From an optimization exercise on the open Yosys and OpenROAD flow, aimed at small area, a short achievable clock period and few clock cycles; shortcuts taken in it are not production practice.
RTL that was checked went through simulation tests only; none was proved equivalent to the original.
No activity file was given, so power comes from the tool's default toggle rates.

==> inputs of juniper <==
Design seq_mult, start of the top module:
module seq_mult(d, done, clk, a, b, go, reset);
  output [63:0] d;
  output reg done;
  input clk;
  input [31:0] a, b;
  input go, reset;
  reg [31:0] m;               
  reg [31:0] q;               
  reg [31:0] hi;              
  reg [3:0] e1, e2, ng;      
  reg ngl;                    
  reg [33:0] s, c;           
  reg [7:0] slo;             
  reg [7:1] clo;             
  reg first;                  
  reg fa0;                    
  reg [2:0] cnt;
  function [11:0] benc(input [8:0] v);
    integer i;
    begin
      for (i = 0; i < 4; i = i + 1) begin
        benc[i] = v[2*i+1] ^ v[2*i];
        benc[4+i] = (v[2*i+2] & ~v[2*i+1] & ~v[2*i]) | (~v[2*i+2] & v[2*i+1] & v[2*i]);
        benc[8+i] = v[2*i+2];
      end
    end
  endfunction
  wire [11:0] enc_go = benc({a[8:1], 1'b0});
  wire [11:0] enc_nx = benc({q[16] & ~(cnt == 3'd2), q[15:8]});
  wire [9:0] lo = slo + {clo, 1'b0} + {ngl, 7'd0};
  wire [1:0] cy = lo[9:8] & {2{~first}};
  wire [33:0] si = {2'd0, m & {32{fa0}}} | s & {34{~first}};
  wire [33:0] ci = {first, 33'd0} | c & {34{~first}};
  wire [32:0] mx = {1'b0, m};
  wire [32:0] m2 = {m, 1'b0};
  wire [32:0] pp0 = (mx & {33{e1[0]}} | m2 & {33{e2[0]}}) ^ {33{ng[0]}};
  wire [32:0] pp1 = (mx & {33{e1[1]}} | m2 & {33{e2[1]}}) ^ {33{ng[1]}};
  wire [32:0] pp2 = (mx & {33{e1[2]}} | m2 & {33{e2[2]}}) ^ {33{ng[2]}};
  wire [32:0] pp3 = (mx & {33{e1[3]}} | m2 & {33{e2[3]}}) ^ {33{ng[3]}};
  ...
==> flow/config.mk <==
export PLATFORM = sky130hd
export DESIGN_NAME = seq_mult
export DESIGN_NICKNAME = seq_mult
export VERILOG_FILES = /design/flow/design.v
export SDC_FILE = /design/flow/constraint.sdc
export NUM_CORES = 4
export LEC_CHECK = 0
export CAP_MARGIN = 20
export CORE_MARGIN = 2
export CORE_UTILIZATION = 40
export PLACE_DENSITY = 0.6
export SETUP_SLACK_MARGIN = 0.3
export SLEW_MARGIN = 20
==> flow/constraint.sdc <==
create_clock -name core_clock -period 3.3 [get_ports {clk}]
set_input_delay 0.6600 -clock core_clock [delete_from_list [all_inputs] [get_ports {clk}]]
set_output_delay 0.6600 -clock core_clock [all_outputs]
set_load 0.01 [all_outputs]
standard.sh (not shown) runs the stock make flow with config.mk's settings and CLKGATE_MAP_FILE= SYNTH_SCRIPT=/design/flow/synth_recipe.tcl, a recipe that flattens the netlist after the stock synthesis.
==> flow/flow/run.sh <==
#!/bin/bash
# The standard layout (standard.sh: standard synthesis and ORFS flow),
# except that buffer_ports puts sky130_fd_sc_hd__buf_1 cells on the ports
# instead of the delay buffers it picks by itself.
set -euo pipefail
cd "$(dirname "$0")/.."
bash standard.sh "BUFFER_PORTS_ARGS=-buffer_cell sky130_fd_sc_hd__buf_1" finish > make_finish.log 2>&1
==> willow: changes against juniper <==
==> flow/run.sh (new file) <==
#!/bin/bash
# synth_recipe.tcl (not shown) runs the flow's synth.tcl, then flattens the netlist and writes it again
# the make line also repeats each setting of config.mk as NAME=value (left out here)
make -C /OpenROAD-flow-scripts/flow DESIGN_CONFIG=/design/flow/config.mk WORK_HOME=/design/flow/orfs CLKGATE_MAP_FILE= SYNTH_SCRIPT=/design/flow/synth_recipe.tcl finish
removed: flow/flow/run.sh
removed: flow/standard.sh
==> PnR_summary.wiki <==
{| class="wikitable"
! Metric !! Value
|-
| Highest-count cells in the layout ignoring fill and taps || 213 x inv_1, 155 x xnor2_1, 131 x fa_1, 130 x buf_1, 126 x a22oi_1
|-
| Placed cells || 2000
|-
| Leakage || 0.00691 uW
|-
| Met3 wire length || 2.19 mm
|-
| Power per cell area || around 1100 nW/um^2
|-
| Design area || 16600 um^2
|-
| Sequential cell area || 4910 um^2
|-
| Total via count after detailed routing || 10688
|-
| Via count of the first global-routing pass || around 11000
|-
| CP arrival || 3.10 ns
|-
| Number of non-clock buffers || 164
|-
| Detailed Place HPWL || 29.1 mm
|-
| Outcome || complete, no violations
|}
-- figures above: juniper

==> PnR_summary.wiki <==
{| class="wikitable"
! Metric !! Value
|-
| Highest-count cells in the layout ignoring fill and taps || 213 x inv_1, 155 x xnor2_1, 131 x fa_1, 130 x clkdlybuf4s50_1, 126 x a22oi_1
|-
| Placed cells || 2001
|-
| Via count of the first global-routing pass || 11024
|-
| Sequential cell area || between 4000 and 5000 um^2
|-
| Leakage || about 0.0073 uW
|-
| Design area || approximately 17000 um^2
|-
| Outcome || complete, no violations
|-
| PortBufs || 131
|-
| CP arrival || 3.05 ns
|-
| Power per cell area || ~1100 nW/um^2
|-
| Met3 wire length || 2.50 mm
|-
| Total via count after detailed routing || 10706
|}
-- figures above: willow

Testbench counts of juniper, summed over its fixed seeds: cycles 14,408.
Testbench counts of willow, summed over its fixed seeds: cycles 14,408.

==> run a: inputs <==
seq_mult again, from the RTL that the note above started with.
export LEC_CHECK = 0
export CAP_MARGIN = 20
export CORE_MARGIN = 2
export CORE_UTILIZATION = 40
export PLACE_DENSITY = 0.6
export SETUP_SLACK_MARGIN = 1.0
export SLEW_MARGIN = 20
create_clock -name core_clock -period 3.3 [get_ports {clk}]
run.sh (not shown) runs the stock make flow with config.mk's settings and CLKGATE_MAP_FILE= SYNTH_SCRIPT=/design/flow/synth_recipe.tcl, a recipe that flattens the netlist after the stock synthesis.
Stock flow here: none of the scripts above is used.
==> run b: changes against run a <==
--- a/flow/design.v
+++ b/flow/design.v
@@ -3,40 +3,42 @@
   output reg done;
   input clk;
   input [31:0] a, b;
   input go, reset;
   reg [31:0] m;               
   reg [31:0] q;               
   reg [31:0] hi;              
-  reg [3:0] e1, e2, ng;      
+  reg [3:0] e1r, e2r, ngr;   
   reg ngl;                    
   reg [33:0] s, c;           
   reg [7:0] slo;             
   reg [7:1] clo;             
-  reg first;                  
-  reg fa0;                    
   reg [2:0] cnt;
   function [11:0] benc(input [8:0] v);
     integer i;
     begin
       for (i = 0; i < 4; i = i + 1) begin
         benc[i] = v[2*i+1] ^ v[2*i];
         benc[4+i] = (v[2*i+2] & ~v[2*i+1] & ~v[2*i]) | (~v[2*i+2] & v[2*i+1] & v[2*i]);
         benc[8+i] = v[2*i+2];
       end
     end
   endfunction
   wire [11:0] enc_go = benc({a[8:1], 1'b0});
+  wire [11:0] enc_go1 = benc(a[16:8]);
   wire [11:0] enc_nx = benc({q[16] & ~(cnt == 3'd2), q[15:8]});
+  wire [3:0] e1, e2, ng;
+  assign {ng, e2, e1} = go ? enc_go : {ngr, e2r, e1r};
+  wire [31:0] mm = go ? b : m;
   wire [9:0] lo = slo + {clo, 1'b0} + {ngl, 7'd0};
-  wire [1:0] cy = lo[9:8] & {2{~first}};
-  wire [33:0] si = {2'd0, m & {32{fa0}}} | s & {34{~first}};
-  wire [33:0] ci = {first, 33'd0} | c & {34{~first}};
-  wire [32:0] mx = {1'b0, m};
-  wire [32:0] m2 = {m, 1'b0};
+  wire [1:0] cy = lo[9:8] & {2{~go}};
+  wire [33:0] si = {2'd0, b & {32{go & a[0]}}} | s & {34{~go}};
+  wire [33:0] ci = {go, 33'd0} | c & {34{~go}};
+  wire [32:0] mx = {1'b0, mm};
+  wire [32:0] m2 = {mm, 1'b0};
   wire [32:0] pp0 = (mx & {33{e1[0]}} | m2 & {33{e2[0]}}) ^ {33{ng[0]}};
   wire [32:0] pp1 = (mx & {33{e1[1]}} | m2 & {33{e2[1]}}) ^ {33{ng[1]}};
   wire [32:0] pp2 = (mx & {33{e1[2]}} | m2 & {33{e2[2]}}) ^ {33{ng[2]}};
   wire [32:0] pp3 = (mx & {33{e1[3]}} | m2 & {33{e2[3]}}) ^ {33{ng[3]}};
   wire hs1;
   wire hc2;
   wire hs3;
@@ -611,24 +613,16 @@
   assign hc286 = ~ng[3] & pp3[32];
   wire [41:0] ts = {hc286, hs285, hs283, fs281, fc278, fs277, fc274, fc272, fc270, fc268, fc266, fc264, fc262, fc260, fc258, fc256, fc254, fc252, fc250, fc248, fc246, fc244, fc242, fc240, fc238, fc236, fc234, fc232, fc230, fc228, fc226, fc224, fc222, fc220, fc218, fc216, fc214, fc212, fc210, fc208, fc206, fs205};
   wire [41:0] tc = {1'b0, hc284, fc282, fc280, fs279, fc276, fs275, fs273, fs271, fs269, fs267, fs265, fs263, fs261, fs259, fs257, fs255, fs253, fs251, fs249, fs247, fs245, fs243, fs241, fs239, fs237, fs235, fs233, fs231, fs229, fs227, fs225, fs223, fs221, fs219, fs217, fs215, fs213, fs211, fs209, fs207, 1'b0};
   wire [39:0] xa = {s[31:0], slo};
   wire [39:0] xb = {c[31:0], clo, 1'b0};
   wire [39:0] kp0 = xa ^ xb;
   wire [39:0] kg0 = xa & xb;
-  wire [39:0] kg1, kp1;
-  assign kg1[0] = kg0[0];
-  assign kp1[0] = kp0[0];
-  genvar gi;
-  generate
-    for (gi = 1; gi < 40; gi = gi + 1) begin : kl1
-      assign kg1[gi] = xa[gi] & xb[gi] | xa[gi] & xa[gi-1] & xb[gi-1] | xb[gi] & xa[gi-1] & xb[gi-1];
-      assign kp1[gi] = (xa[gi] | xb[gi]) & (xa[gi-1] | xb[gi-1]);
-    end
-  endgenerate
+  wire [39:0] kg1 = kg0 | (kp0 & {kg0[38:0], 1'd0});
+  wire [39:0] kp1 = kp0 & {kp0[38:0], 1'd0};
   wire [39:0] kg2 = kg1 | (kp1 & {kg1[37:0], 2'd0});
   wire [39:0] kp2 = kp1 & {kp1[37:0], 2'd0};
   wire [39:0] kg3 = kg2 | (kp2 & {kg2[35:0], 4'd0});
   wire [39:0] kp3 = kp2 & {kp2[35:0], 4'd0};
   wire [39:0] kg4 = kg3 | (kp3 & {kg3[31:0], 8'd0});
   wire [39:0] kp4 = kp3 & {kp3[31:0], 8'd0};
   wire [39:0] kg5 = kg4 | (kp4 & {kg4[23:0], 16'd0});
@@ -641,33 +635,29 @@
       done <= 1'b0;
     else if (go)
       done <= 1'b0;
     else if (cnt == 3'd4)
       done <= 1'b1;
   always @(posedge clk)
     if (go) begin
-      first <= 1'b1;
-      fa0 <= a[0];
-      cnt <= 3'd0;
+      cnt <= 3'd1;
       m <= b;
-      q <= a;
-      {ng, e2, e1} <= enc_go;
+      q <= {lo[7:0], a[31:8]};
+      {ngr, e2r, e1r} <= enc_go1;
     end else begin
-      first <= 1'b0;
-      fa0 <= 1'b0;
-      {ng, e2, e1} <= enc_nx;
+      {ngr, e2r, e1r} <= enc_nx;
       if (!done) begin
         cnt <= cnt + 3'd1;
         q <= {lo[7:0], q[31:8]};
       end
     end
   always @(posedge clk) begin
     s <= ts[41:8];
     c <= tc[41:8];
     slo <= ts[7:0];
     clo <= tc[7:1];
     ngl <= ng[3];
-    if (!done && cnt == 3'd4)
+    if (!go && !done && cnt == 3'd4)
       hi <= sum[39:8];
   end
   assign d = {hi, q};
 endmodule
SETUP_SLACK_MARGIN = not set   (was 1.0)
==> run c: changes against run a <==
SETUP_SLACK_MARGIN = 0.6   (was 1.0)
==> comparison table <==
item	run b	run c	run a
Worst slew margin relative to its limit	63.2%	46.2%	43.9%
R2r endpoint	c[21]	c[14]	c[10]
Worst hold margin	0.347 ns	0.321 ns	0.316 ns
Final worst slack	0.0824 ns	0.552 ns	0.645 ns
Vias/cell	5.19	5.39	5.32
Run status	finished clean	finished clean	finished clean
Upper clock frequency limit	311 MHz	364 MHz	377 MHz
Multi-input gate share of total cell area	50.6%	49.6%	50.8%
Clock skew	0.0130 ns	0.0153 ns	0.0160 ns
Register cell area after layout	4550 um^2	4960 um^2	4960 um^2
Unique masters post-synth	64	67	67
Critical path data required time	3.63 ns	3.64 ns	3.64 ns
Number of inserted filler cells in the final layout	3,109	3,236	3,140
Core region area	35,700 um^2	36,700 um^2	36,700 um^2
Fraction of the mapped netlist area in compound gates	14.1%	14.5%	14.5%
Testbench counts of run a, summed over its fixed seeds: cycles 14,408.
Testbench counts of run c, summed over its fixed seeds: cycles 14,408.
For run b, only the layout was checked, not whether the RTL still works.

==> inputs of trial 68 <==
Another version of the RTL of seq_mult (not shown whole).
==> flow/config.mk <==
export PLATFORM = sky130hd
export DESIGN_NAME = seq_mult
export DESIGN_NICKNAME = seq_mult
export VERILOG_FILES = /design/flow/design.v
export SDC_FILE = /design/flow/constraint.sdc
export NUM_CORES = 4
export LEC_CHECK = 0
export CAP_MARGIN = 20
export CORE_MARGIN = 2
export CORE_UTILIZATION = 40
export PLACE_DENSITY = 0.6
export SETUP_SLACK_MARGIN = 0.3
export SLEW_MARGIN = 20
==> flow/constraint.sdc <==
create_clock -name core_clock -period 3.3 [get_ports {clk}]
set_input_delay 0.6600 -clock core_clock [delete_from_list [all_inputs] [get_ports {clk}]]
set_output_delay 0.6600 -clock core_clock [all_outputs]
set_load 0.01 [all_outputs]
standard.sh (not shown) runs the stock make flow with config.mk's settings and CLKGATE_MAP_FILE= SYNTH_SCRIPT=/design/flow/synth_recipe.tcl, a recipe that flattens the netlist after the stock synthesis.
==> flow/flow/run.sh <==
#!/bin/bash
# The standard layout (standard.sh: standard synthesis and ORFS flow),
# except that buffer_ports puts sky130_fd_sc_hd__buf_2 cells on the ports
# instead of the delay buffers it picks by itself.
set -euo pipefail
cd "$(dirname "$0")/.."
bash standard.sh "BUFFER_PORTS_ARGS=-buffer_cell sky130_fd_sc_hd__buf_2" finish > make_finish.log 2>&1
==> trial 21 (differences from trial 68) <==
--- a/flow/design.v
+++ b/flow/design.v
@@ -3,17 +3,16 @@
   output reg done;
   input clk;
   input [31:0] a, b;
   input go, reset;
   reg [31:0] m;               
   reg [31:0] q;               
   reg [31:0] hi;              
   reg [3:0] e1, e2, ng;      
-  reg [3:0] e1n, e2n, ngn;   
   reg ngl;                    
   reg [33:0] s, c;           
   reg [7:0] slo;             
   reg [7:1] clo;             
   reg first;                  
   reg fa0;                    
   reg [2:0] cnt;
   function [11:0] benc(input [8:0] v);
@@ -29,20 +28,20 @@
   wire [11:0] enc_go = benc({a[8:1], 1'b0});
   wire [11:0] enc_nx = benc({q[16] & ~(cnt == 3'd2), q[15:8]});
   wire [9:0] lo = slo + {clo, 1'b0} + {ngl, 7'd0};
   wire [1:0] cy = lo[9:8] & {2{~first}};
   wire [33:0] si = {2'd0, m & {32{fa0}}} | s & {34{~first}};
   wire [33:0] ci = {first, 33'd0} | c & {34{~first}};
   wire [32:0] mx = {1'b0, m};
   wire [32:0] m2 = {m, 1'b0};
-  wire [32:0] pp0 = (mx & {{16{~e1n[0]}}, {17{e1[0]}}} | m2 & {{16{~e2n[0]}}, {17{e2[0]}}}) ^ {{16{~ngn[0]}}, {17{ng[0]}}};
-  wire [32:0] pp1 = (mx & {{16{~e1n[1]}}, {17{e1[1]}}} | m2 & {{16{~e2n[1]}}, {17{e2[1]}}}) ^ {{16{~ngn[1]}}, {17{ng[1]}}};
-  wire [32:0] pp2 = (mx & {{16{~e1n[2]}}, {17{e1[2]}}} | m2 & {{16{~e2n[2]}}, {17{e2[2]}}}) ^ {{16{~ngn[2]}}, {17{ng[2]}}};
-  wire [32:0] pp3 = (mx & {{16{~e1n[3]}}, {17{e1[3]}}} | m2 & {{16{~e2n[3]}}, {17{e2[3]}}}) ^ {{16{~ngn[3]}}, {17{ng[3]}}};
+  wire [32:0] pp0 = (mx & {33{e1[0]}} | m2 & {33{e2[0]}}) ^ {33{ng[0]}};
+  wire [32:0] pp1 = (mx & {33{e1[1]}} | m2 & {33{e2[1]}}) ^ {33{ng[1]}};
+  wire [32:0] pp2 = (mx & {33{e1[2]}} | m2 & {33{e2[2]}}) ^ {33{ng[2]}};
+  wire [32:0] pp3 = (mx & {33{e1[3]}} | m2 & {33{e2[3]}}) ^ {33{ng[3]}};
   wire hs1;
   wire hc2;
   wire hs3;
   wire hc4;
   wire fs5;
   wire fc6;
   wire ft7;
   wire hs8;
@@ -871,65 +870,42 @@
   assign hs414 = ~pp3[32] ^ hc296;
   assign hc415 = ~pp3[32] & hc296;
   assign hs416 = ~ng[3] ^ pp3[32];
   assign hc417 = ~ng[3] & pp3[32];
   wire [41:0] ts = {hc417, hs416, hs414, fs411, fc406, fs405, fc400, fc397, fc394, fc391, fc388, fc385, fc382, fc379, fc376, fc373, fc370, fc367, fc364, fc361, fc358, fc355, fc352, fc349, fc346, fc343, fc340, fc337, fc334, fc331, fc328, fc325, fc322, fc319, fc316, fc313, fc310, fc307, fc304, fc301, fc298, fs297};
   wire [41:0] tc = {1'b0, hc415, fc412, fc409, fs408, fc403, fs402, fs399, fs396, fs393, fs390, fs387, fs384, fs381, fs378, fs375, fs372, fs369, fs366, fs363, fs360, fs357, fs354, fs351, fs348, fs345, fs342, fs339, fs336, fs333, fs330, fs327, fs324, fs321, fs318, fs315, fs312, fs309, fs306, fs303, fs300, 1'b0};
   wire [39:0] xa = {s[31:0], slo};
   wire [39:0] xb = {c[31:0], clo, 1'b0};
-  wire [39:0] kp0 = xa ^ xb;
-  wire [39:0] kg0 = xa & xb;
-  wire [39:0] kg1, kp1;
-  assign kg1[0] = kg0[0];
-  assign kp1[0] = kp0[0];
-  genvar gi;
-  generate
-    for (gi = 1; gi < 40; gi = gi + 1) begin : kl1
-      assign kg1[gi] = xa[gi] & xb[gi] | xa[gi] & xa[gi-1] & xb[gi-1] | xb[gi] & xa[gi-1] & xb[gi-1];
-      assign kp1[gi] = (xa[gi] | xb[gi]) & (xa[gi-1] | xb[gi-1]);
-    end
-  endgenerate
-  wire [39:0] kg2 = kg1 | (kp1 & {kg1[37:0], 2'd0});
-  wire [39:0] kp2 = kp1 & {kp1[37:0], 2'd0};
-  wire [39:0] kg3 = kg2 | (kp2 & {kg2[35:0], 4'd0});
-  wire [39:0] kp3 = kp2 & {kp2[35:0], 4'd0};
-  wire [39:0] kg4 = kg3 | (kp3 & {kg3[31:0], 8'd0});
-  wire [39:0] kp4 = kp3 & {kp3[31:0], 8'd0};
-  wire [39:0] kg5 = kg4 | (kp4 & {kg4[23:0], 16'd0});
-  wire [39:0] kp5 = kp4 & {kp4[23:0], 16'd0};
-  wire [39:0] kg6 = kg5 | (kp5 & {kg5[7:0], 32'd0});
-  wire [39:0] kp6 = kp5 & {kp5[7:0], 32'd0};
-  wire [39:0] sum = kp0 ^ {kg6[38:0], 1'b0};
+  wire [39:0] sum = xa + xb;
   always @(posedge clk, posedge reset)
     if (reset)
       done <= 1'b0;
     else if (go)
       done <= 1'b0;
     else if (cnt == 3'd4)
       done <= 1'b1;
   always @(posedge clk)
     if (go) begin
       first <= 1'b1;
       fa0 <= a[0];
       cnt <= 3'd0;
-      m <= b;
       q <= a;
       {ng, e2, e1} <= enc_go;
-      {ngn, e2n, e1n} <= ~enc_go;
     end else begin
       first <= 1'b0;
       fa0 <= 1'b0;
       {ng, e2, e1} <= enc_nx;
-      {ngn, e2n, e1n} <= ~enc_nx;
       if (!done) begin
         cnt <= cnt + 3'd1;
         q <= {lo[7:0], q[31:8]};
       end
     end
+  always @(posedge clk)
+    m <= b & {32{go}} | m & {32{~go}};
   always @(posedge clk) begin
     s <= ts[41:8];
     c <= tc[41:8];
     slo <= ts[7:0];
     clo <= tc[7:1];
     ngl <= ng[3];
     if (!done && cnt == 3'd4)
       hi <= sum[39:8];
- CTS_BUF_LIST: default -> sky130_fd_sc_hd__clkbuf_8 sky130_fd_sc_hd__clkbuf_16
- SETUP_SLACK_MARGIN: 0.3 -> 0.45
==> trial 77 (differences from trial 68) <==
--- a/flow/design.v
+++ b/flow/design.v
@@ -3,17 +3,16 @@
   output reg done;
   input clk;
   input [31:0] a, b;
   input go, reset;
   reg [31:0] m;               
   reg [31:0] q;               
   reg [31:0] hi;              
   reg [3:0] e1, e2, ng;      
-  reg [3:0] e1n, e2n, ngn;   
   reg ngl;                    
   reg [33:0] s, c;           
   reg [7:0] slo;             
   reg [7:1] clo;             
   reg first;                  
   reg fa0;                    
   reg [2:0] cnt;
   function [11:0] benc(input [8:0] v);
@@ -29,20 +28,20 @@
   wire [11:0] enc_go = benc({a[8:1], 1'b0});
   wire [11:0] enc_nx = benc({q[16] & ~(cnt == 3'd2), q[15:8]});
   wire [9:0] lo = slo + {clo, 1'b0} + {ngl, 7'd0};
   wire [1:0] cy = lo[9:8] & {2{~first}};
   wire [33:0] si = {2'd0, m & {32{fa0}}} | s & {34{~first}};
   wire [33:0] ci = {first, 33'd0} | c & {34{~first}};
   wire [32:0] mx = {1'b0, m};
   wire [32:0] m2 = {m, 1'b0};
-  wire [32:0] pp0 = (mx & {{16{~e1n[0]}}, {17{e1[0]}}} | m2 & {{16{~e2n[0]}}, {17{e2[0]}}}) ^ {{16{~ngn[0]}}, {17{ng[0]}}};
-  wire [32:0] pp1 = (mx & {{16{~e1n[1]}}, {17{e1[1]}}} | m2 & {{16{~e2n[1]}}, {17{e2[1]}}}) ^ {{16{~ngn[1]}}, {17{ng[1]}}};
-  wire [32:0] pp2 = (mx & {{16{~e1n[2]}}, {17{e1[2]}}} | m2 & {{16{~e2n[2]}}, {17{e2[2]}}}) ^ {{16{~ngn[2]}}, {17{ng[2]}}};
-  wire [32:0] pp3 = (mx & {{16{~e1n[3]}}, {17{e1[3]}}} | m2 & {{16{~e2n[3]}}, {17{e2[3]}}}) ^ {{16{~ngn[3]}}, {17{ng[3]}}};
+  wire [32:0] pp0 = (mx & {33{e1[0]}} | m2 & {33{e2[0]}}) ^ {33{ng[0]}};
+  wire [32:0] pp1 = (mx & {33{e1[1]}} | m2 & {33{e2[1]}}) ^ {33{ng[1]}};
+  wire [32:0] pp2 = (mx & {33{e1[2]}} | m2 & {33{e2[2]}}) ^ {33{ng[2]}};
+  wire [32:0] pp3 = (mx & {33{e1[3]}} | m2 & {33{e2[3]}}) ^ {33{ng[3]}};
   wire hs1;
   wire hc2;
   wire hs3;
   wire hc4;
   wire fs5;
   wire fc6;
   wire ft7;
   wire hs8;
@@ -871,65 +870,42 @@
   assign hs414 = ~pp3[32] ^ hc296;
   assign hc415 = ~pp3[32] & hc296;
   assign hs416 = ~ng[3] ^ pp3[32];
   assign hc417 = ~ng[3] & pp3[32];
   wire [41:0] ts = {hc417, hs416, hs414, fs411, fc406, fs405, fc400, fc397, fc394, fc391, fc388, fc385, fc382, fc379, fc376, fc373, fc370, fc367, fc364, fc361, fc358, fc355, fc352, fc349, fc346, fc343, fc340, fc337, fc334, fc331, fc328, fc325, fc322, fc319, fc316, fc313, fc310, fc307, fc304, fc301, fc298, fs297};
   wire [41:0] tc = {1'b0, hc415, fc412, fc409, fs408, fc403, fs402, fs399, fs396, fs393, fs390, fs387, fs384, fs381, fs378, fs375, fs372, fs369, fs366, fs363, fs360, fs357, fs354, fs351, fs348, fs345, fs342, fs339, fs336, fs333, fs330, fs327, fs324, fs321, fs318, fs315, fs312, fs309, fs306, fs303, fs300, 1'b0};
   wire [39:0] xa = {s[31:0], slo};
   wire [39:0] xb = {c[31:0], clo, 1'b0};
-  wire [39:0] kp0 = xa ^ xb;
-  wire [39:0] kg0 = xa & xb;
-  wire [39:0] kg1, kp1;
-  assign kg1[0] = kg0[0];
-  assign kp1[0] = kp0[0];
-  genvar gi;
-  generate
-    for (gi = 1; gi < 40; gi = gi + 1) begin : kl1
-      assign kg1[gi] = xa[gi] & xb[gi] | xa[gi] & xa[gi-1] & xb[gi-1] | xb[gi] & xa[gi-1] & xb[gi-1];
-      assign kp1[gi] = (xa[gi] | xb[gi]) & (xa[gi-1] | xb[gi-1]);
-    end
-  endgenerate
-  wire [39:0] kg2 = kg1 | (kp1 & {kg1[37:0], 2'd0});
-  wire [39:0] kp2 = kp1 & {kp1[37:0], 2'd0};
-  wire [39:0] kg3 = kg2 | (kp2 & {kg2[35:0], 4'd0});
-  wire [39:0] kp3 = kp2 & {kp2[35:0], 4'd0};
-  wire [39:0] kg4 = kg3 | (kp3 & {kg3[31:0], 8'd0});
-  wire [39:0] kp4 = kp3 & {kp3[31:0], 8'd0};
-  wire [39:0] kg5 = kg4 | (kp4 & {kg4[23:0], 16'd0});
-  wire [39:0] kp5 = kp4 & {kp4[23:0], 16'd0};
-  wire [39:0] kg6 = kg5 | (kp5 & {kg5[7:0], 32'd0});
-  wire [39:0] kp6 = kp5 & {kp5[7:0], 32'd0};
-  wire [39:0] sum = kp0 ^ {kg6[38:0], 1'b0};
+  wire [39:0] sum = xa + xb;
   always @(posedge clk, posedge reset)
     if (reset)
       done <= 1'b0;
     else if (go)
       done <= 1'b0;
     else if (cnt == 3'd4)
       done <= 1'b1;
   always @(posedge clk)
     if (go) begin
       first <= 1'b1;
       fa0 <= a[0];
       cnt <= 3'd0;
-      m <= b;
       q <= a;
       {ng, e2, e1} <= enc_go;
-      {ngn, e2n, e1n} <= ~enc_go;
     end else begin
       first <= 1'b0;
       fa0 <= 1'b0;
       {ng, e2, e1} <= enc_nx;
-      {ngn, e2n, e1n} <= ~enc_nx;
       if (!done) begin
         cnt <= cnt + 3'd1;
         q <= {lo[7:0], q[31:8]};
       end
     end
+  always @(posedge clk)
+    m <= b & {32{go}} | m & {32{~go}};
   always @(posedge clk) begin
     s <= ts[41:8];
     c <= tc[41:8];
     slo <= ts[7:0];
     clo <= tc[7:1];
     ngl <= ng[3];
     if (!done && cnt == 3'd4)
       hi <= sum[39:8];
- CORE_UTILIZATION: 40 -> 50
- PLACE_DENSITY: 0.6 -> 0.7
- SETUP_SLACK_MARGIN: 0.3 -> 0.45
==> flow_metrics.env <==
export IMPL_nonClkBufAreaFrac=0.0626
export IMPL_hold_ws_ps=32.0
export IMPL_outcome="no timing/DRC/antenna violations"
export IMPL_vias=10200
export IMPL_seq_cells=197
export IMPL_synthDistinctLibCells=64
export IMPL_num_nonclk_buffers=161
export IMPL_num_fill_cells=2377
the above is filed under trial 77

==> flow_metrics.env <==
export IMPL_seq_cells=209
export IMPL_outcome="no timing/DRC/antenna violations"
export IMPL_num_fill_cells=3324
export IMPL_nonClkBufAreaFrac=0.0598
export IMPL_worstHoldStart="b[12]"
the above is filed under trial 68

==> flow_metrics.env <==
export IMPL_outcome="no timing/DRC/antenna violations"
export IMPL_path_clk_slew_ps=80
export IMPL_hold_ws_ps=27.5
export IMPL_synthDistinctLibCells=64
export IMPL_num_nonclk_buffers=161
export IMPL_nonClkBufAreaFrac=0.0616
export IMPL_seq_cells=197
export IMPL_vias=10100
the above is filed under trial 21

Testbench counts of trial 21, summed over its fixed seeds: cycles 14,408.
Testbench counts of trial 77, summed over its fixed seeds: cycles 14,408.
Function not checked in trial 68: the RTL went through the layout flow alone.

re-timing with driven ports:
Ports are ideal in the flow. The routed layouts listed here were re-timed in OpenROAD.
Step 1: set_driving_cell puts a clkbuf_16 on clk and a buf_2 on each other input, an assumption about the parent block.
Step 2 also shifts input and output timing later by t, the mid clock arrival at the registers, as if the neighbouring blocks saw the same clock.
Three values: no drivers, after step 1, after step 2; two values: the first two.
| run | t, ns | setup slack, ns | worst hold slack (ns) | worst setup path at the end | latest minus earliest clock arrival (ns) |
|---|---|---|---|---|---|
| juniper | 0.512 | 0.417 / 0.417 / 0.417 | 0.354 / 0.327 / 0.564 | register to register | 0.015 / 0.015 |
| willow | 0.518 | 0.481 / 0.481 / 0.481 | 0.324 / 0.299 / 0.557 | register to register | 0.021 / 0.021 |
| run a | 0.516 | 0.645 / 0.645 / 0.645 | 0.316 / 0.285 / 0.556 | register to register | 0.020 / 0.019 |
| run b | 0.502 | 0.082 / 0.091 / -0.411 | 0.347 / 0.318 / 0.433 | input to register | 0.014 / 0.015 |
| run c | 0.510 | 0.552 / 0.552 / 0.552 | 0.321 / 0.296 / 0.557 | register to register | 0.016 / 0.015 |
| trial 68 | 0.590 | 0.418 / 0.418 / 0.418 | 0.285 / 0.258 / 0.552 | register to register | 0.022 / 0.022 |
| trial 21 | 0.497 | 0.456 / 0.456 / 0.456 | 0.027 / -0.004 / 0.494 | register to register | 0.011 / 0.011 |
| trial 77 | 0.493 | 0.366 / 0.366 / 0.366 | 0.032 / 0.002 / 0.495 | register to register | 0.010 / 0.010 |
With both steps, setup timing fails in run b, where it was met with ideal ports. The setup slack of run b, which loses most, moves by +0.009 ns with the drivers and by -0.493 ns with both steps.
